Background: an optimization exercise with open tools, aiming at small area. Do not read the settings as production practice. The RTL was checked by simulation tests, not by an equivalence proof against the original design. No activity file was given, so power comes from the tool's default toggle rates.

==> design/flow/constraint.sdc <==
create_clock -name core_clock -period 10.0 [get_ports {SYS_CLK}]
set_input_delay 2.0000 -clock core_clock [delete_from_list [all_inputs] [get_ports {SYS_CLK}]]
set_output_delay 2.0000 -clock core_clock [all_outputs]
set_load 0.01 [all_outputs]
==> design/flow/run.sh <==
#!/bin/bash
# synth_recipe.tcl (not shown) runs the flow's synth.tcl, then flattens the netlist and writes it again
# the make line also repeats each setting of config.mk as NAME=value (left out here)
make -C /OpenROAD-flow-scripts/flow DESIGN_CONFIG=/design/flow/config.mk WORK_HOME=/design/flow/orfs CLKGATE_MAP_FILE= SYNTH_SCRIPT=/design/flow/synth_recipe.tcl finish
==> design/flow/design.v <==
`timescale 1ns/100ps
module cmn_uart #(
    parameter BAUD_RATE       = 115200,
    parameter CLOCK_FREQUENCY = 100000000
)(
    input               CLOCK,
    input               RESET,
    input               uart_active,
    input       [7:0]   DATA_STREAM_IN,
    input               DATA_STREAM_IN_STB,
    output              DATA_STREAM_IN_ACK,
    output              next_command_ready,
    output      [7:0]   DATA_STREAM_OUT,
    output              DATA_STREAM_OUT_STB,
    input               DATA_STREAM_OUT_ACK,
    output              TX,
    input               RX,
    output      [1:0]   debug_uart_phy
);
    localparam OVS_STEPS = CLOCK_FREQUENCY / (16 * BAUD_RATE) - 1;
    localparam OVS_BITS  = $clog2(OVS_STEPS);
    localparam TX_IDLE          = 3'd0;
    localparam TX_WAIT_FOR_TICK = 3'd1;
    localparam TX_START_BIT     = 3'd2;
    localparam TX_DATA          = 3'd3;
    localparam TX_STOP_BIT      = 3'd4;
    localparam RX_WAIT_START    = 2'd0;
    localparam RX_GET_START_BIT = 2'd1;
    localparam RX_GET_DATA      = 2'd2;
    localparam RX_GET_STOP_BIT  = 2'd3;
    reg [OVS_BITS-1:0] oversample_baud_counter;
    reg                oversample_baud_tick;
    reg [3:0]          baud_counter;
    wire               baud_tick;
    wire               uart_rx_sample_tick;
    reg [2:0]          uart_tx_state;
    reg [7:0]          uart_tx_data_block;
    reg                uart_tx_data;
    reg [2:0]          uart_tx_count;
    reg                uart_rx_data_in_ack;
    reg [1:0]          uart_rx_state;
    reg                uart_rx_bit;
    reg [7:0]          uart_rx_data_block;
    reg [1:0]          uart_rx_filter;
    reg [2:0]          uart_rx_count;
    reg                uart_rx_data_out_stb;
    reg [3:0]          uart_rx_sync_clock;
    reg                next_command_ready_r;
    assign TX = uart_tx_data;
    always @(posedge CLOCK or posedge RESET) begin
        if (RESET) begin
            baud_counter <= 4'hf;
        end else if (oversample_baud_tick) begin
            if (baud_counter == 4'd0)
                baud_counter <= 4'hf;
            else
                baud_counter <= baud_counter - 4'd1;
        end
    end
    assign baud_tick = ~RESET & oversample_baud_tick & (baud_counter == 4'd0);
    always @(posedge CLOCK or posedge RESET) begin
        if (RESET) begin
            uart_tx_data        <= 1'b1;
            uart_tx_data_block  <= 8'h00;
            uart_tx_count       <= 3'd0;
            uart_tx_state       <= TX_IDLE;
            uart_rx_data_in_ack <= 1'b0;
        end else begin
            uart_rx_data_in_ack <= 1'b0;
            case (uart_tx_state)
                TX_IDLE: begin
                    if (DATA_STREAM_IN_STB) begin
                        uart_tx_data_block  <= DATA_STREAM_IN;
                        uart_rx_data_in_ack <= 1'b1;
                        uart_tx_state       <= TX_WAIT_FOR_TICK;
                    end
                end
                TX_WAIT_FOR_TICK: begin
                    if (baud_tick)
                        uart_tx_state <= TX_START_BIT;
                end
                TX_START_BIT: begin
                    if (baud_tick) begin
                        uart_tx_data  <= 1'b0;
                        uart_tx_state <= TX_DATA;
                    end
                end
                TX_DATA: begin
                    if (baud_tick) begin
                        uart_tx_data       <= uart_tx_data_block[0];
                        uart_tx_data_block <= {1'b0, uart_tx_data_block[7:1]};
                        if (uart_tx_count == 3'd7) begin
                            uart_tx_state <= TX_STOP_BIT;
                            uart_tx_count <= 3'd0;
                        end else begin
                            uart_tx_state <= TX_DATA;
                            uart_tx_count <= uart_tx_count + 3'd1;
                        end
                    end
                end
                TX_STOP_BIT: begin
                    if (baud_tick) begin
                        uart_tx_data  <= 1'b1;
                        uart_tx_state <= TX_IDLE;
                    end
                end
                default: begin
                    uart_tx_data  <= 1'b1;
                    uart_tx_state <= TX_IDLE;
                end
            endcase
        end
    end
    assign DATA_STREAM_IN_ACK  = uart_rx_data_in_ack;
    assign DATA_STREAM_OUT     = uart_rx_data_block;
    assign DATA_STREAM_OUT_STB = uart_rx_data_out_stb;
    always @(posedge CLOCK or posedge RESET) begin
        if (RESET) begin
            oversample_baud_counter <= OVS_STEPS;
            oversample_baud_tick    <= 1'b0;
        end else begin
            if (oversample_baud_counter == 0) begin
                oversample_baud_counter <= OVS_STEPS;
                oversample_baud_tick    <= 1'b1;
            end else begin
                oversample_baud_counter <= oversample_baud_counter - 1'b1;
                oversample_baud_tick    <= 1'b0;
            end
        end
    end
    assign uart_rx_sample_tick = ~RESET & oversample_baud_tick & (uart_rx_sync_clock == baud_counter);
    always @(posedge CLOCK or posedge RESET) begin
        if (RESET) begin
            uart_rx_filter <= 2'b11;
            uart_rx_bit    <= 1'b1;
        end else if (oversample_baud_tick) begin
            if (RX && uart_rx_filter < 2'd3)
                uart_rx_filter <= uart_rx_filter + 2'd1;
            else if (!RX && uart_rx_filter > 2'd0)
                uart_rx_filter <= uart_rx_filter - 2'd1;
            if (uart_rx_filter == 2'd3)
                uart_rx_bit <= 1'b1;
            else if (uart_rx_filter == 2'd0)
                uart_rx_bit <= 1'b0;
        end
    end
    always @(posedge CLOCK or posedge RESET) begin
        if (RESET) begin
            uart_rx_state        <= RX_WAIT_START;
            uart_rx_data_block   <= 8'h00;
            uart_rx_count        <= 3'd0;
            uart_rx_data_out_stb <= 1'b0;
            uart_rx_sync_clock   <= 4'h0;
        end else begin
            case (uart_rx_state)
                RX_WAIT_START: begin
                    if (DATA_STREAM_OUT_ACK)
                        uart_rx_data_out_stb <= 1'b0;
                    if (oversample_baud_tick && !uart_rx_bit) begin
                        uart_rx_state      <= RX_GET_START_BIT;
                        uart_rx_sync_clock <= {~baud_counter[3], baud_counter[2:0]};
                    end
                end
                RX_GET_START_BIT: begin
                    if (DATA_STREAM_OUT_ACK)
                        uart_rx_data_out_stb <= 1'b0;
                    if (uart_rx_sample_tick) begin
                        if (!uart_rx_bit) begin
                            uart_rx_state        <= RX_GET_DATA;
                            uart_rx_data_out_stb <= 1'b0;
                        end else begin
                            uart_rx_state <= RX_WAIT_START;
                        end
                    end
                end
                RX_GET_DATA: begin
                    if (uart_rx_sample_tick) begin
                        uart_rx_data_block <= {uart_rx_bit, uart_rx_data_block[7:1]};
                        if (uart_rx_count == 3'd7) begin
                            uart_rx_state <= RX_GET_STOP_BIT;
                            uart_rx_count <= 3'd0;
                        end else begin
                            uart_rx_state <= RX_GET_DATA;
                            uart_rx_count <= uart_rx_count + 3'd1;
                        end
                    end
                end
                RX_GET_STOP_BIT: begin
                    if (uart_rx_sample_tick) begin
                        if (uart_rx_bit)
                            uart_rx_data_out_stb <= 1'b1;
                        uart_rx_state <= RX_WAIT_START;
                    end
                end
            endcase
        end
    end
    always @(posedge CLOCK or posedge RESET) begin
        if (RESET)
            next_command_ready_r <= 1'b0;
        else
            next_command_ready_r <= (uart_tx_state == TX_STOP_BIT) && baud_tick;
    end
    assign next_command_ready = next_command_ready_r;
    assign debug_uart_phy     = {uart_rx_sample_tick, baud_tick};
endmodule
`timescale 1ns / 100ps
module afifo #(
    parameter DSIZE = 16,
    parameter ASIZE = 8
)
(
    input               i_wclk,
    input               i_wrst_n,
    input               i_wr,
    input [DSIZE-1:0]   i_wdata,
    output reg          o_wfull,
    input               i_rclk,
    input               i_rrst_n,
    input               i_rd,
    output [DSIZE-1:0]  o_rdata,
    output reg          o_rempty
);
	localparam DW = DSIZE;
	localparam AW = ASIZE;
	wire	[AW-1:0]	waddr, raddr;
	wire			wfull_next, rempty_next;
	reg	[AW:0]		wgray, wbin, wq2_rgray, wq1_rgray,
				rgray, rbin, rq2_wgray, rq1_wgray;
	wire	[AW:0]		wgraynext, wbinnext;
	wire	[AW:0]		rgraynext, rbinnext;
	reg	[DW-1:0]	mem	[0:((1<<AW)-1)];
	always @(posedge i_wclk or negedge i_wrst_n)
	if (!i_wrst_n)
		{ wq2_rgray, wq1_rgray } <= 0;
	else
		{ wq2_rgray, wq1_rgray } <= { wq1_rgray, rgray };
	assign	wbinnext  = wbin + { {(AW){1'b0}}, ((i_wr) && (!o_wfull)) };
	assign	wgraynext = (wbinnext >> 1) ^ wbinnext;
	assign	waddr = wbin[AW-1:0];
	always @(posedge i_wclk or negedge i_wrst_n)
	if (!i_wrst_n)
		{ wbin, wgray } <= 0;
	else
		{ wbin, wgray } <= { wbinnext, wgraynext };
	assign	wfull_next = (wgraynext == { ~wq2_rgray[AW:AW-1],
				wq2_rgray[AW-2:0] });
	always @(posedge i_wclk or negedge i_wrst_n)
	if (!i_wrst_n)
		o_wfull <= 1'b0;
	else
		o_wfull <= wfull_next;
	always @(posedge i_wclk)
	if ((i_wr)&&(!o_wfull))
		mem[waddr] <= i_wdata;
	always @(posedge i_rclk or negedge i_rrst_n)
	if (!i_rrst_n)
		{ rq2_wgray, rq1_wgray } <= 0;
	else
		{ rq2_wgray, rq1_wgray } <= { rq1_wgray, wgray };
	assign	rbinnext  = rbin + { {(AW){1'b0}}, ((i_rd)&&(!o_rempty)) };
	assign	rgraynext = (rbinnext >> 1) ^ rbinnext;
	always @(posedge i_rclk or negedge i_rrst_n)
	if (!i_rrst_n)
		{ rbin, rgray } <= 0;
	else
		{ rbin, rgray } <= { rbinnext, rgraynext };
	assign	raddr = rbin[AW-1:0];
	assign	rempty_next = (rgraynext == rq2_wgray);
	always @(posedge i_rclk or negedge i_rrst_n)
	if (!i_rrst_n)
		o_rempty <= 1'b1;
	else
		o_rempty <= rempty_next;
	assign	o_rdata = mem[raddr];
endmodule
`timescale 1ns/100ps
module msg_buffer
(
    input           OPB_CLK,
    input           OPB_RST,
    input   [7:0]   DATA_STREAM_OUT,
    input           DATA_STREAM_OUT_STB,
    output  reg     DATA_STREAM_OUT_ACK,
    output  [7:0]   DATA_STREAM_IN,
    output          DATA_STREAM_IN_STB,
    input           DATA_STREAM_IN_ACK,
    input           RX_FIFO_RD,
    output  [7:0]   RX_FIFO_DATA,
    output          RX_FIFO_EMPTY,
    input           TX_FIFO_WR,
    input   [7:0]   TX_FIFO_DATA,
    output          TX_FIFO_FULL
);
    wire            rx_fifo_wr;
    wire            rx_fifo_full;
    wire            tx_fifo_empty;
    wire            tx_fifo_rd;
    afifo #(
        .DSIZE(8),
        .ASIZE(4)
    )rx_fifo_inst(
        .i_wclk(OPB_CLK),
        .i_wrst_n(~OPB_RST),
        .i_wr(rx_fifo_wr),
        .i_wdata(DATA_STREAM_OUT),
        .o_wfull(rx_fifo_full),
		.i_rclk(OPB_CLK),
        .i_rrst_n(~OPB_RST),
        .i_rd(RX_FIFO_RD),
        .o_rdata(RX_FIFO_DATA),
        .o_rempty(RX_FIFO_EMPTY)
    );
    assign rx_fifo_wr = DATA_STREAM_OUT_STB && DATA_STREAM_OUT_ACK;
    always @(posedge OPB_CLK or posedge OPB_RST) begin
        if (OPB_RST) begin
            DATA_STREAM_OUT_ACK <= 1'b0;
        end else if (DATA_STREAM_OUT_STB && (~rx_fifo_full)) begin
            DATA_STREAM_OUT_ACK <= 1'b1;
        end else begin
            DATA_STREAM_OUT_ACK <= 1'b0;
        end
    end
    afifo #(
        .DSIZE(8),
        .ASIZE(4)
    )tx_fifo_inst(
        .i_wclk(OPB_CLK),
        .i_wrst_n(~OPB_RST),
        .i_wr(TX_FIFO_WR),
        .i_wdata(TX_FIFO_DATA),
        .o_wfull(TX_FIFO_FULL),
		.i_rclk(OPB_CLK),
        .i_rrst_n(~OPB_RST),
        .i_rd(tx_fifo_rd),
        .o_rdata(DATA_STREAM_IN),
        .o_rempty(tx_fifo_empty)
    );
    assign DATA_STREAM_IN_STB = ~tx_fifo_empty; 
    assign tx_fifo_rd = DATA_STREAM_IN_ACK && (~tx_fifo_empty);
endmodule
`timescale 1ns / 1ps
module CLOCK_DIV_EN(
	CLK_DIV,
	CLK_IN,
	CLK_EN,
	CLK_OUT,
    RST
);
	input   [15:0]  CLK_DIV;		 
	input           CLK_IN;
	input           CLK_EN;
    input           RST;
	output          CLK_OUT;
	reg             clkout;
	reg     [15:0]  cntr;
	always@(posedge CLK_IN or posedge RST) begin
        if(RST) begin
            cntr    <= 1;
            clkout  <= 1'b0;
        end
		else if(CLK_EN) begin
            if(CLK_DIV > 0) begin
                if(cntr >= CLK_DIV) begin
                    cntr    <= 1;
                    clkout  <= ~clkout;
                end
                else
                    cntr    <= cntr + 1;
            end
            else begin
                cntr    <= 1;
                clkout  <= 1'b0;
            end
        end
	end
	assign CLK_OUT = clkout;
endmodule
`timescale 1ns/1ps
module msg_read(
    input               OPB_CLK,
    input               OPB_RST,
    input               PULSE_2KHZ,
    output              RX_FIFO_RD,
    input       [7:0]   RX_FIFO_DATA,
    input               RX_FIFO_EMPTY,
    output  reg [31:0]  OPB_DO,
    output  reg [31:0]  OPB_ADDR,
    output  reg         OPB_RE,
    output  reg         OPB_WE,
    output              error_flag
);
    parameter IDLE = 8'h00;  
    parameter HEAD = 8'h01;  
    parameter ADDR = 8'h02;  
    parameter DATA = 8'h03;  
    parameter TAIL = 8'h04;  
    parameter DONE = 8'h05;  
    parameter ERROR = 8'h06;  
    reg [7:0]   state;  
    reg [7:0]   next_state;  
    reg [3:0]   byte_cnt;  
    reg [15:0]   timeout_cnt;  
    parameter TIMEOUT_LIMIT = 16'd200;  
    parameter ERROR_NONE = 8'h00;  
    parameter ERROR_TAIL = 8'h01;  
    parameter ERROR_TIMEOUT = 8'h02;  
    reg [7:0] byte_header;  
    reg [7:0] byte_tail;  
    always @(posedge OPB_CLK or posedge OPB_RST) begin
        if (OPB_RST) begin
            state <= IDLE;
        end else begin
            state <= next_state;
        end
    end
    always @(*) begin
        case(state)
            IDLE: begin
                if (byte_cnt > 0) begin
                    next_state = HEAD;  
                end else begin
                    next_state = IDLE;  
                end
            end
            HEAD: begin
                if( timeout_cnt < TIMEOUT_LIMIT) begin
                    if (byte_header == 8'h5A || byte_header == 8'h5B) begin
                        next_state = ADDR;  
                    end else begin
                        next_state = HEAD;  
                    end
                end else begin
                    next_state = ERROR;  
                end
            end
            ADDR: begin
                if (timeout_cnt < TIMEOUT_LIMIT) begin
                    if(byte_cnt == 4'd5) begin
                        next_state = DATA;  
                    end else begin
                        next_state = ADDR;  
                    end
                end else begin
                    next_state = ERROR;  
                end
            end
            DATA: begin
                if (timeout_cnt < TIMEOUT_LIMIT) begin
                    if(byte_cnt == 4'd9) begin
                        next_state = TAIL;  
                    end else begin
                        next_state = DATA;  
                    end
                end else begin
                    next_state = ERROR;  
                end
            end
            TAIL: begin
                if(timeout_cnt < TIMEOUT_LIMIT) begin
                    if (byte_cnt == 4'd10)begin
                        if(byte_tail == ~byte_header)begin
                            next_state = DONE;  
                        end else begin
                            next_state = ERROR;  
                        end
                    end else begin
                        next_state = TAIL;  
                    end
                end else begin
                    next_state = ERROR;  
                end
            end
            DONE: begin 
                next_state = IDLE;  
            end
            ERROR: begin 
                next_state = IDLE;  
            end
            default: begin 
                next_state = IDLE;  
            end 
        endcase 
    end
    assign RX_FIFO_RD = (state == IDLE || state == HEAD || state == ADDR || state == DATA || state == TAIL) ? (!RX_FIFO_EMPTY) : 1'b0;  
    always @(posedge OPB_CLK or posedge OPB_RST) begin
        if (OPB_RST) begin
            byte_cnt <= 4'b0000;  
        end else begin
            if(RX_FIFO_RD) begin
                byte_cnt <= byte_cnt + 1;  
            end else if(state == DONE || state == ERROR) begin
                byte_cnt <= 4'b0000;  
            end
        end
    end
    always @(posedge OPB_CLK or posedge OPB_RST) begin
        if (OPB_RST) begin
            timeout_cnt <= 16'd0;  
        end else if (PULSE_2KHZ) begin  
            if (state == IDLE) begin
                timeout_cnt <= 16'd0;  
            end else if (state == HEAD || state == ADDR || state == DATA || state == TAIL) begin
                if (timeout_cnt < TIMEOUT_LIMIT) begin
                    timeout_cnt <= timeout_cnt + 1;  
                end
            end else begin
                timeout_cnt <= timeout_cnt;  
            end
        end
    end
    assign error_flag = (state == ERROR);  
    always @(posedge OPB_CLK or posedge OPB_RST) begin
        if (OPB_RST) begin
            byte_header <= 8'b0;  
        end else begin
            if ((state == IDLE) && (byte_cnt == 0) && RX_FIFO_RD) begin
                byte_header <= RX_FIFO_DATA;  
            end else if(state == DONE || state == ERROR) begin
                    byte_header <= 8'b0;  
            end
        end
    end
    always @(posedge OPB_CLK or posedge OPB_RST) begin
        if (OPB_RST) begin
            byte_tail <= 8'b0;  
        end else begin
            if (byte_cnt == 9) begin
                byte_tail <= RX_FIFO_DATA;  
            end else if(state == DONE || state == ERROR) begin
                byte_tail <= 8'b0;  
            end
        end
    end
    always @(posedge OPB_CLK or posedge OPB_RST) begin
        if (OPB_RST) begin
            OPB_DO <= 32'b0;  
        end else begin
            if (byte_cnt == 8'd5) begin
                OPB_DO[31:24] <= RX_FIFO_DATA;
            end else if (byte_cnt == 8'd6) begin
                OPB_DO[23:16] <= RX_FIFO_DATA;
            end else if (byte_cnt == 8'd7) begin
                OPB_DO[15:8] <= RX_FIFO_DATA;
            end else if (byte_cnt == 8'd8) begin
                OPB_DO[7:0] <= RX_FIFO_DATA;
            end else if (state == IDLE) begin
                OPB_DO <= 32'b0;  
            end 
        end
    end
    always @(posedge OPB_CLK or posedge OPB_RST) begin
        if (OPB_RST) begin
            OPB_ADDR <= 32'b0;  
        end else begin
            if (byte_cnt == 8'd1) begin
                OPB_ADDR[31:24] <= RX_FIFO_DATA;
            end else if (byte_cnt == 8'd2) begin
                OPB_ADDR[23:16] <= RX_FIFO_DATA;
            end else if (byte_cnt == 8'd3) begin
                OPB_ADDR[15:8] <= RX_FIFO_DATA;
            end else if (byte_cnt == 8'd4) begin
                OPB_ADDR[7:0] <= RX_FIFO_DATA;
            end else if (state == IDLE) begin
                OPB_ADDR <= 32'b0;  
            end 
        end
    end
    always @(posedge OPB_CLK or posedge OPB_RST) begin
        if (OPB_RST) begin
            OPB_RE <= 1'b0;  
            OPB_WE <= 1'b0;  
        end else begin
            if (next_state == DONE) begin
                OPB_WE <= (byte_header == 8'h5A) ? 1'b1 : 1'b0;  
                OPB_RE <= (byte_header == 8'h5B) ? 1'b1 : 1'b0;  
            end else begin
                OPB_RE <= 1'b0;  
                OPB_WE <= 1'b0;  
            end 
        end
    end
endmodule
`timescale 1ns/1ps
module msg_write(
    input               OPB_CLK,
    input               OPB_RST,
    input               PULSE_2KHZ,
    output  reg         TX_FIFO_WR,
    output  reg [7:0]   TX_FIFO_DATA,
    input               TX_FIFO_FULL,
    input       [31:0]  OPB_DI,
    input       [31:0]  OPB_DO,
    input       [31:0]  OPB_ADDR,
    input               OPB_RE,
    input               OPB_WE,
    output              error_flag
);
    parameter IDLE_STATE = 8'h00;  
    parameter HEAD_STATE = 8'h01;  
    parameter ADDR_STATE = 8'h02;  
    parameter DATA_STATE = 8'h03;  
    parameter TAIL_STATE = 8'h04;  
    parameter DONE_STATE = 8'h05;  
    parameter ERROR_STATE = 8'h06; 
    reg [7:0] state;  
    reg [7:0] next_state;  
    reg [7:0] tx_header;  
    reg [7:0] tx_tail;  
    reg [31:0] tx_addr;  
    reg [31:0] tx_data;  
    reg [3:0] byte_cnt;  
    reg [15:0] timeout_cnt;  
    parameter TIMEOUT_LIMIT = 16'd200;  
    wire timeout_flag;  
    always @(posedge OPB_CLK or posedge OPB_RST) begin
        if (OPB_RST) begin
            state <= IDLE_STATE;
        end else begin
            state <= next_state;
        end
    end
    always @(*) begin
        case(state)
            IDLE_STATE: begin
                if (OPB_RE||OPB_WE) begin
                    next_state = HEAD_STATE;
                end else begin
                    next_state = IDLE_STATE;
                end
            end
            HEAD_STATE: begin
                if(timeout_flag) begin
                    next_state = ERROR_STATE;  
                end else if (!TX_FIFO_FULL) begin
                    next_state = ADDR_STATE;
                end else begin
                    next_state = HEAD_STATE;
                end
            end
            ADDR_STATE: begin
                if(timeout_flag) begin
                    next_state = ERROR_STATE;  
                end else if (!TX_FIFO_FULL && (byte_cnt == 4)) begin
                    next_state = DATA_STATE;
                end else begin
                    next_state = ADDR_STATE;
                end
            end
            DATA_STATE: begin
                if(timeout_flag) begin
                    next_state = ERROR_STATE;  
                end else if (!TX_FIFO_FULL && (byte_cnt == 8)) begin
                    next_state = TAIL_STATE;
                end else begin
                    next_state = DATA_STATE;
                end
            end
            TAIL_STATE: begin
                next_state = DONE_STATE;
            end
            DONE_STATE: begin
                next_state = IDLE_STATE;
            end
            ERROR_STATE: begin
                next_state = IDLE_STATE;
            end
            default: begin
                next_state = ERROR_STATE;
            end
        endcase
    end
    always @(posedge OPB_CLK or posedge OPB_RST) begin
        if (OPB_RST) begin
            byte_cnt <= 0;
        end else begin
            if (state == HEAD_STATE || state == ADDR_STATE || state == DATA_STATE || state == TAIL_STATE) begin
                if(!TX_FIFO_FULL) begin
                    byte_cnt <= byte_cnt + 1;  
                end else begin
                    byte_cnt <= byte_cnt;  
                end
            end else begin
                byte_cnt <= 0;
            end
        end
    end
    always @(posedge OPB_CLK or posedge OPB_RST) begin
        if (OPB_RST) begin
            tx_header <= 8'h5A;  
            tx_tail <= 8'hA5;  
        end else begin
            if(OPB_WE) begin
                tx_header <= 8'h5A;  
                tx_tail <= 8'hA5;  
            end else if (OPB_RE) begin
                tx_header <= 8'h5B;  
                tx_tail <= 8'hA4;  
            end else begin
                tx_header <= tx_header;  
                tx_tail <= tx_tail;  
            end
        end
    end
    always @(posedge OPB_CLK or posedge OPB_RST) begin
        if (OPB_RST) begin
            tx_addr <= 32'b0;  
        end else begin
            if(OPB_WE || OPB_RE) begin
                tx_addr <= OPB_ADDR;  
            end else if (state == ADDR_STATE) begin
                tx_addr <= {tx_addr[23:0], 8'h00};  
            end else begin
                tx_addr <= tx_addr;  
            end
        end
    end
    always @(posedge OPB_CLK or posedge OPB_RST) begin
        if (OPB_RST) begin
            tx_data <= 32'b0;  
        end else begin
            if(OPB_WE) begin
                tx_data <= OPB_DO;  
            end else if (OPB_RE) begin
                tx_data <= OPB_DI;  
            end else if (state == DATA_STATE) begin
                tx_data <= {tx_data[23:0], 8'h00};  
            end else begin
                tx_data <= tx_data;  
            end
        end
    end
    always @(posedge OPB_CLK or posedge OPB_RST) begin
        if (OPB_RST) begin
            TX_FIFO_DATA <= 8'h00;  
        end else begin
            if (state == HEAD_STATE) begin
                TX_FIFO_DATA <= tx_header;  
            end else if (state == ADDR_STATE) begin
                TX_FIFO_DATA <= tx_addr[31:24];  
            end else if (state == DATA_STATE) begin
                TX_FIFO_DATA <= tx_data[31:24];  
            end else if (state == TAIL_STATE) begin
                TX_FIFO_DATA <= tx_tail;  
            end else begin
                TX_FIFO_DATA <= 8'h00;  
            end
        end
    end
    always @(posedge OPB_CLK or posedge OPB_RST) begin
        if (OPB_RST) begin
            TX_FIFO_WR <= 1'b0;  
        end else begin
            if (state == HEAD_STATE || state == ADDR_STATE || state == DATA_STATE || state == TAIL_STATE) begin
                TX_FIFO_WR <= (!TX_FIFO_FULL) ? 1'b1 : 1'b0;  
            end else begin
                TX_FIFO_WR <= 1'b0;  
            end
        end
    end
    always @(posedge OPB_CLK or posedge OPB_RST) begin
        if (OPB_RST) begin
            timeout_cnt <= 16'b0;  
        end else if (PULSE_2KHZ) begin  
            if (state == IDLE_STATE) begin
                timeout_cnt <= 16'b0;  
            end else if (state == HEAD_STATE || state == ADDR_STATE || state == DATA_STATE || state == TAIL_STATE) begin
                if (timeout_cnt < TIMEOUT_LIMIT) begin
                    timeout_cnt <= timeout_cnt + 1;  
                end
            end else begin
                timeout_cnt <= timeout_cnt;  
            end
        end
    end
    assign timeout_flag = (timeout_cnt >= TIMEOUT_LIMIT) ? 1'b1 : 1'b0;  
    assign error_flag = (state == ERROR_STATE) ? 1'b1 : 1'b0;  
endmodule
`timescale 1ns/100ps
module opb_emu_target(
    input               SYS_CLK,
    input               SYS_RST,
    input               PULSE_2KHZ,
    output              RX_FIFO_RD,
    input       [7:0]   RX_FIFO_DATA,
    input               RX_FIFO_EMPTY,
    output              TX_FIFO_WR,
    output      [7:0]   TX_FIFO_DATA,
    input               TX_FIFO_FULL,
    output              OPB_CLK,
    output              OPB_RST,
    input       [31:0]  OPB_DI,
    output      [31:0]  OPB_DO,
    output      [31:0]  OPB_ADDR,
    output              OPB_RE,
    output              OPB_WE,
    output              error_flag
);
    parameter PING_LENGTH = 10;
    parameter IDLE = 2'h0;
    parameter PING = 2'h1;
    parameter OPB = 2'h2;
    reg     [1:0] state;
    reg     ping_mode;
    reg     [3:0] ping_counter;
    wire    trigger_per1s;  
    wire    PULSE_1HZ;
    reg     pulse_1hz_r;
    wire    TX_FIFO_WR_FROM_OPB;
    wire    [7:0] TX_FIFO_DATA_FROM_OPB;
    reg     OPB_RE_d1;  
    wire    error_flag_msg_read;
    wire    error_flag_msg_write;
    assign error_flag = error_flag_msg_read | error_flag_msg_write;
    assign OPB_CLK = SYS_CLK;
    assign OPB_RST = SYS_RST;
    msg_read msg_read_inst(
        .OPB_CLK(SYS_CLK),
        .OPB_RST(SYS_RST),
        .PULSE_2KHZ(PULSE_2KHZ),
        .RX_FIFO_RD(RX_FIFO_RD),
        .RX_FIFO_DATA(RX_FIFO_DATA),
        .RX_FIFO_EMPTY(RX_FIFO_EMPTY),
        .OPB_DO(OPB_DO),
        .OPB_ADDR(OPB_ADDR),
        .OPB_RE(OPB_RE),
        .OPB_WE(OPB_WE),
        .error_flag(error_flag_msg_read)
    );
    msg_write msg_write_inst(
        .OPB_CLK(SYS_CLK),
        .OPB_RST(SYS_RST),
        .PULSE_2KHZ(PULSE_2KHZ),
        .TX_FIFO_WR(TX_FIFO_WR_FROM_OPB),
        .TX_FIFO_DATA(TX_FIFO_DATA_FROM_OPB),
        .TX_FIFO_FULL(TX_FIFO_FULL),
        .OPB_DI(OPB_DI),
        .OPB_DO(OPB_DO),
        .OPB_ADDR(OPB_ADDR),
        .OPB_RE(OPB_RE_d1),
        .OPB_WE(OPB_WE),
        .error_flag(error_flag_msg_write)
    );
    always @(posedge SYS_CLK or posedge SYS_RST) begin
        if(SYS_RST) begin
            OPB_RE_d1 <= 1'b0;
        end else begin
            OPB_RE_d1 <= OPB_RE;
        end
    end
    always @(posedge SYS_CLK or posedge SYS_RST) begin
        if(SYS_RST) begin
            ping_mode <= 1'b1;
        end else if(OPB_WE || OPB_RE) begin
            ping_mode <= 1'b0;
        end
    end
	CLOCK_DIV_EN clkgen_1hz(
		.CLK_DIV(16'd250),
		.CLK_IN(SYS_CLK),
		.CLK_EN(PULSE_2KHZ),
        .RST(SYS_RST),
		.CLK_OUT(PULSE_1HZ)
	);
    always @(posedge SYS_CLK) begin
        pulse_1hz_r <= PULSE_1HZ;
    end
    assign trigger_per1s = PULSE_1HZ && ~pulse_1hz_r;
    always @(posedge SYS_CLK or posedge SYS_RST) begin
        if(SYS_RST) begin
            state <= IDLE;
        end else begin
            case(state)
                IDLE: begin
                    if(ping_mode) begin
                        if(trigger_per1s) begin
                            state <= PING;
                        end else begin
                            state <= IDLE;
                        end
                    end else begin
                        state <= OPB;
                    end
                end
                PING: begin  
                    if(ping_counter < PING_LENGTH+1) begin
                        state <= PING;
                    end else begin
                        state <= IDLE;
                    end
                end
                OPB: begin
                    state <= OPB;
                end
            endcase
        end
    end
    always @(posedge SYS_CLK or posedge SYS_RST) begin
        if (SYS_RST) begin
            ping_counter <= 0;
        end else if(state == PING) begin
            if (ping_counter < PING_LENGTH+1) begin
                ping_counter <= ping_counter + 1;
            end else begin
                ping_counter <= 0;
            end
        end
    end
    assign TX_FIFO_WR   =   (ping_counter > 0 && ping_counter < 11) ? 1: TX_FIFO_WR_FROM_OPB;
    assign TX_FIFO_DATA =   (ping_counter == 1) ? 8'h5A :
                            (ping_counter == 2) ? 8'hAA :
                            (ping_counter == 3) ? 8'hBB :
                            (ping_counter == 4) ? 8'hCC :
                            (ping_counter == 5) ? 8'hDD :
                            (ping_counter == 6) ? 8'h11 :
                            (ping_counter == 7) ? 8'h22 :
                            (ping_counter == 8) ? 8'h33 :
                            (ping_counter == 9) ? 8'h44 :
                            (ping_counter == 10) ? 8'hA5 : TX_FIFO_DATA_FROM_OPB;
endmodule
`timescale 1ns/100ps
module cmd_server(
    input               SYS_CLK,
    input               SYS_RST,
    input               PULSE_2KHZ,
    input       [31:0]  OPB_DI,
    output      [31:0]  OPB_DO,
    output      [31:0]  OPB_ADDR,
    output              OPB_RE,
    output              OPB_WE,
    output              UART_TXD,
    input               UART_RXD
);
    parameter BAUD_RATE = 115200;  
    parameter CLOCK_FREQUENCY = 100000000;  
    wire       [7:0]    DATA_STREAM_OUT;
    wire                DATA_STREAM_OUT_STB;
    wire                DATA_STREAM_OUT_ACK;
    wire       [7:0]    DATA_STREAM_IN;
    wire                DATA_STREAM_IN_STB;
    wire                DATA_STREAM_IN_ACK;
    wire                rx_fifo_rd;
    wire        [7:0]   rx_fifo_data;
    wire                rx_fifo_empty;
    wire                tx_fifo_wr;
    wire        [7:0]   tx_fifo_data;
    wire                tx_fifo_full;
    reg                 pulse_2khz_q;
    wire                pulse_2khz_tick;
    always @(posedge SYS_CLK or posedge SYS_RST) begin
        if (SYS_RST) begin
            pulse_2khz_q <= 1'b1;
        end else begin
            pulse_2khz_q <= PULSE_2KHZ;
        end
    end
    assign pulse_2khz_tick = PULSE_2KHZ & ~pulse_2khz_q;
    cmn_uart #(
        .BAUD_RATE(BAUD_RATE),
        .CLOCK_FREQUENCY(CLOCK_FREQUENCY)
    ) cmn_uart_inst (
        .CLOCK(SYS_CLK),
        .RESET(SYS_RST),
        .uart_active(1'b1),
        .DATA_STREAM_IN(DATA_STREAM_IN),
        .DATA_STREAM_IN_STB(DATA_STREAM_IN_STB),
        .DATA_STREAM_IN_ACK(DATA_STREAM_IN_ACK),
        .next_command_ready(),
        .DATA_STREAM_OUT(DATA_STREAM_OUT),
        .DATA_STREAM_OUT_STB(DATA_STREAM_OUT_STB),
        .DATA_STREAM_OUT_ACK(DATA_STREAM_OUT_ACK),
        .TX(UART_TXD),
        .RX(UART_RXD),
        .debug_uart_phy()
    );
    msg_buffer msg_buffer_inst(
        .OPB_CLK(SYS_CLK),
        .OPB_RST(SYS_RST),
        .DATA_STREAM_OUT(DATA_STREAM_OUT),
        .DATA_STREAM_OUT_STB(DATA_STREAM_OUT_STB),
        .DATA_STREAM_OUT_ACK(DATA_STREAM_OUT_ACK),
        .DATA_STREAM_IN(DATA_STREAM_IN),
        .DATA_STREAM_IN_STB(DATA_STREAM_IN_STB),
        .DATA_STREAM_IN_ACK(DATA_STREAM_IN_ACK),
        .RX_FIFO_RD(rx_fifo_rd),
        .RX_FIFO_DATA(rx_fifo_data),
        .RX_FIFO_EMPTY(rx_fifo_empty),
        .TX_FIFO_WR(tx_fifo_wr),
        .TX_FIFO_DATA(tx_fifo_data),
        .TX_FIFO_FULL(tx_fifo_full)
    );
    opb_emu_target opb_emu_target_inst(
        .SYS_CLK(SYS_CLK),
        .SYS_RST(SYS_RST),
        .PULSE_2KHZ(pulse_2khz_tick),
        .RX_FIFO_RD(rx_fifo_rd),
        .RX_FIFO_DATA(rx_fifo_data),
        .RX_FIFO_EMPTY(rx_fifo_empty),
        .TX_FIFO_WR(tx_fifo_wr),
        .TX_FIFO_DATA(tx_fifo_data),
        .TX_FIFO_FULL(tx_fifo_full),
        .OPB_CLK(),
        .OPB_RST(),
        .OPB_DI(OPB_DI),
        .OPB_DO(OPB_DO),
        .OPB_ADDR(OPB_ADDR),
        .OPB_RE(OPB_RE),
        .OPB_WE(OPB_WE),
        .error_flag()
    );
endmodule
==> design/flow/config.mk <==
export PLATFORM = sky130hd
export DESIGN_NAME = cmd_server
export DESIGN_NICKNAME = cmd_server
export VERILOG_FILES = /design/flow/design.v
export SDC_FILE = /design/flow/constraint.sdc
export NUM_CORES = 4
export LEC_CHECK = 0
export CAP_MARGIN = 20
export CORE_MARGIN = 2
export CORE_UTILIZATION = 40
export SLEW_MARGIN = 20
==> impl_metrics.ini <==
[detailed_routing]
detail_route.drc_violations = 0
vias_per_cell = 5.43
detail_route.wl_per_cell_um = 20.7
detailroute.via_count = 16440
drt_pre_antenna_iters = 5
drtIter0Drc = 1564
final_antenna_net_count = 0
totalWireLength_um = 62500

[sta]
rsz0062_at_grt = false
fin_crit_sh_pct = 38.7
final.setup.tns_ps = 0
achievable-frequency_ghz = 0.258
final-setup-viol-count = 0
skew_ps = 26.5
report.final.hold_viol_count = 0
max-slew-margin-rel_pct = 33.5
finalCriticalPeriod_ps = 3870
final_max_slew_viol_count = 0
slew_of_the_pin_with_the_lowest_slew_margin_ps = 996

[clock_tree]
path_clk_slew_ps = 60
cts.repair.resized = 0
cts_setup_buffers = 0
number_of_clock_buffers_inserted_by_tritoncts = 66
depth_of_the_cts_h_tree = 3
cts_root_buf = sky130_fd_sc_hd__clkbuf_16
cts_hold_repair.buffers = 0
worstSkewPairLatency_ps = 620
buffer_depth_of_the_longest_clock_path = 3
cts_tree = yes
tritoncts_num_sinks = 615

[layout]
fraction_of_layout_instances_using_a_drive_strength_above_1_pct = 12.9
postLayoutCellArea_um2 = 30400
sequential_cell_area_um2 = 16700
area.growth.synth_to_final_pct = 15.9
multi_input_logic_area_um2 = 8810
layout.filler_cells = 5689
most_frequent_cells_in_the_layout = sky130_fd_sc_hd__dfrtp_1 (333), sky130_fd_sc_hd__edfxtp_1 (256), sky130_fd_sc_hd__nand2_1 (242), sky130_fd_sc_hd__o21ai_0 (138), sky130_fd_sc_hd__nor2_1 (124)
mostFrequentLayoutCell = sky130_fd_sc_hd__dfrtp_1
antenna_cells = 0
nNetsFinal = 2192

[logic_synthesis]
post-synth-top-area-fraction_pct = 32.5
synth_seq_cells = 615
synth-seq-area-share_pct = 63.7
postSynth.asyncResetShare_pct = 58.2
post_synth_inst_count = 2021
synth_warnings = 8
synthDistinctLibCells = 76
synth.area.top_cells = sky130_fd_sc_hd__dfrtp_1 (32%), sky130_fd_sc_hd__edfxtp_1 (29%), sky130_fd_sc_hd__mux4_2 (5.6%), sky130_fd_sc_hd__nand2_1 (3.5%), sky130_fd_sc_hd__o21ai_0 (2.6%)
synthesis.area_per_instance_um2 = 13.0
synth_enable_flop_cells = 256
ys.flop_type = sky130_fd_sc_hd__dfrtp_1
post_synth_instance_area_um2 = 26200
postSynthNetCount = 2096
post-synth-top-area-cell = sky130_fd_sc_hd__dfrtp_1

[die]
die_height_um = 260
floorplan.die.width_um = 260
initial_utilization_pct = 40.6
rows = 93
core_area_um2 = 64600
io_pins = 103
dieArea_um2 = 67600

[grt]
global_route_usage_over_all_layers_pct = 18.7
grt-ovfl-total = 0
first_pass_grt_wire_length_um = 97100
grt_start_max_net_pins = 187
initial_antenna_violation_count = 0
number_of_global_route_vias_before_repair = 16270

[pwr]
static-leakage-power_nw = 12.0
power.ir.vdd_worst_uv = 168
power.density_nw_per_um2 = 227

[placement]
gp_congestion = 0.845
buffer_ports.inserted = 102
dp_hpwl_um = 41800
place_area_um2 = 28100

[critical_path]
worst-endpoint-arrival_ps = 1870
path_max_fanout = 3
kind_of_start_point_of_the_critical_path = flop
crit_buf_inv = 1
cp_slowest_cell = sky130_fd_sc_hd__clkdlybuf4s50_1
worst_r2r_startpoint = opb_emu_target_inst.ping_counter[0]
critical-path-max-stage-delay_ps = 640
setup.worst_path.class = flop to output port
worst_path_dominant_cell_family = buffers and inverters
timing.critical_path.to_type = output port
timing.critical_path.required_ps = 8000
worst_setup_path_startpoint = opb_emu_target_inst.msg_read_inst.OPB_DO[4]
timing.critical_path.cells = clkdlybuf4s50_1

[min_path]
min-delay-path-class = flop to flop
hp-start = msg_buffer_inst.tx_fifo_inst.rq1_wgray[4]

[flow_run]
maxCapViolCount = 0

[outcome]
outcome = finished clean
## path summary, 6_finish.rpt
path | to | slack, ps | cells after the start
max | OPB_DO[4] | 6130 | 1
min | msg_buffer_inst.tx_fifo_inst.rq2_wgray[4] | 330 | 0
max reg2reg | msg_buffer_inst.tx_fifo_inst.o_wfull | 6670 | 12
min reg2reg | msg_buffer_inst.tx_fifo_inst.rq2_wgray[4] | 330 | 0
max in group asynchronous | opb_emu_target_inst.msg_read_inst.OPB_ADDR[23] | 6220 | 5
min in group asynchronous | cmn_uart_inst.oversample_baud_counter[3] | 1910 | 2
## per-stage QoR
stage | hold slack (ps) | instances | utilization [%] | power (mW) | worst slack, ps
after floorplan | 331 | 2021 | - | 3.90 | 3220
after global placement | 333 | 2901 | 43.4 | 4.41 | 5280
after detailed placement | 335 | 2901 | 43.4 | 4.43 | 5170
after CTS | 336 | 3023 | 46.9 | 6.95 | 5810
final | 333 | 3026 | 47.0 | 6.89 | 6130
after global routing | 338 | 3026 | 47.0 | 7.19 | 5830
## where the power goes
| group | switching (mW) | internal, mW |
|---|---|---|
| clock | 1.03 | 1.47 |
| combinational | 0.596 | 0.574 |
| sequential | 0.377 | 2.85 |
| total | 2.00 | 4.89 |
## flip-flops by register name (all words and copies together) (netlist names), 16 cells and up, named ones only
signal / flops
opb_emu_target_inst.clkgen_1hz.cntr: 16
msg_buffer_inst.rx_fifo_inst.mem: 128
msg_buffer_inst.tx_fifo_inst.mem: 128
opb_emu_target_inst.msg_write_inst.tx_data: 32
opb_emu_target_inst.msg_read_inst.OPB_ADDR: 32
opb_emu_target_inst.msg_read_inst.OPB_DO: 32
opb_emu_target_inst.msg_write_inst.timeout_cnt: 16
opb_emu_target_inst.msg_write_inst.tx_addr: 32
opb_emu_target_inst.msg_read_inst.timeout_cnt: 16
## final cells by class
| type | instances | area share [%] |
|---|---|---|
| clock inverter | 32 | 1.34 |
| clock buffer | 90 | 6.04 |
| inverter | 74 | 0.927 |
| multi-input combinational | 1233 | 29.0 |
| sequential | 615 | 55.0 |
| tap | 855 | 3.52 |
| timing repair buffer | 127 | 4.18 |
## Yosys cell counts, types with 6 or more instances
| cell type | n |
|---|---|
| sky130_fd_sc_hd__clkbuf_1 | 68 |
| sky130_fd_sc_hd__xor2_1 | 45 |
| sky130_fd_sc_hd__nand2_1 | 242 |
| sky130_fd_sc_hd__mux2_2 | 33 |
| sky130_fd_sc_hd__xnor2_1 | 38 |
| sky130_fd_sc_hd__or3_1 | 6 |
| sky130_fd_sc_hd__buf_1 | 6 |
| sky130_fd_sc_hd__ha_1 | 39 |
| sky130_fd_sc_hd__nor2b_1 | 34 |
| sky130_fd_sc_hd__o31ai_1 | 6 |
| sky130_fd_sc_hd__dfstp_2 | 18 |
| sky130_fd_sc_hd__nand4_1 | 8 |
| sky130_fd_sc_hd__a22oi_1 | 36 |
| sky130_fd_sc_hd__o21ai_0 | 138 |
| sky130_fd_sc_hd__buf_2 | 18 |
| sky130_fd_sc_hd__or2_2 | 6 |
| sky130_fd_sc_hd__mux2i_1 | 64 |
| sky130_fd_sc_hd__inv_1 | 67 |
| sky130_fd_sc_hd__nand3_1 | 33 |
| sky130_fd_sc_hd__dfrtp_1 | 340 |
| sky130_fd_sc_hd__a221o_1 | 9 |
| sky130_fd_sc_hd__nand3b_1 | 7 |
| sky130_fd_sc_hd__o22a_1 | 7 |
| sky130_fd_sc_hd__a211oi_1 | 17 |
| sky130_fd_sc_hd__nor2_1 | 125 |
| sky130_fd_sc_hd__nor4_1 | 8 |
| sky130_fd_sc_hd__inv_2 | 7 |
| sky130_fd_sc_hd__a31oi_1 | 7 |
| sky130_fd_sc_hd__nand2b_1 | 16 |
| sky130_fd_sc_hd__and3_1 | 7 |
| sky130_fd_sc_hd__a21oi_1 | 69 |
| sky130_fd_sc_hd__nor3_1 | 34 |
| sky130_fd_sc_hd__o221ai_1 | 10 |
| sky130_fd_sc_hd__mux4_2 | 65 |
| sky130_fd_sc_hd__edfxtp_1 | 256 |
| sky130_fd_sc_hd__a222oi_1 | 17 |
| sky130_fd_sc_hd__and2_1 | 24 |
| sky130_fd_sc_hd__a21o_1 | 10 |
## kinds of logic after synthesis
logic type	Yosys count	synth area share [%]
compound gates	369	9.01
xor+xnor	83	2.77
fa+ha+maj	40	1.91
buf+inv	173	2.71
flops	615	63.7
mux	162	9.45
simple gates	579	10.5
## layer usage
layer | share of wire, % | global-route usage (%) | up-vias | wire length, um
met3 | 4.6 | 2.78 | 89 | 2880
met1 | 46 | 27.2 | 8399 | 29000
met5 | 0 | 0 | - | 0
li1 | - | - | 7550 | -
met2 | 47 | 29.4 | 402 | 29300
met4 | 2.1 | 5.11 | 0 | 1290

-- static timing again, ports no longer ideal --
In the flow no input, the clock included, has a driving cell. The finished layout below was timed again as built, in two steps.
Step 1 sets driving cells, clkbuf_16 on the clock port and buf_2 on the other inputs (assumed; they add their load-dependent delay and slew).
Step 2 adds t to the input delays and takes it off the output delays; t is the mean of the earliest and latest rising clock arrival at the registers after step 1. Input paths then give back, and output paths get back, about the clock's delay inside the block.
Three values: no drivers, after step 1, after step 2; two values: the first two.
t (ns): 0.669
setup slack, ns: 6.128 / 6.069 / 5.575
slew at the worst register clock pin (ns): 0.06 / 0.06
worst data-port slew with drivers (ns): 0.06
After both steps this run still meets setup and hold. The setup slack of this run moves by -0.059 ns with the drivers and by -0.553 ns with both steps. Setup slack includes reset recovery checks.
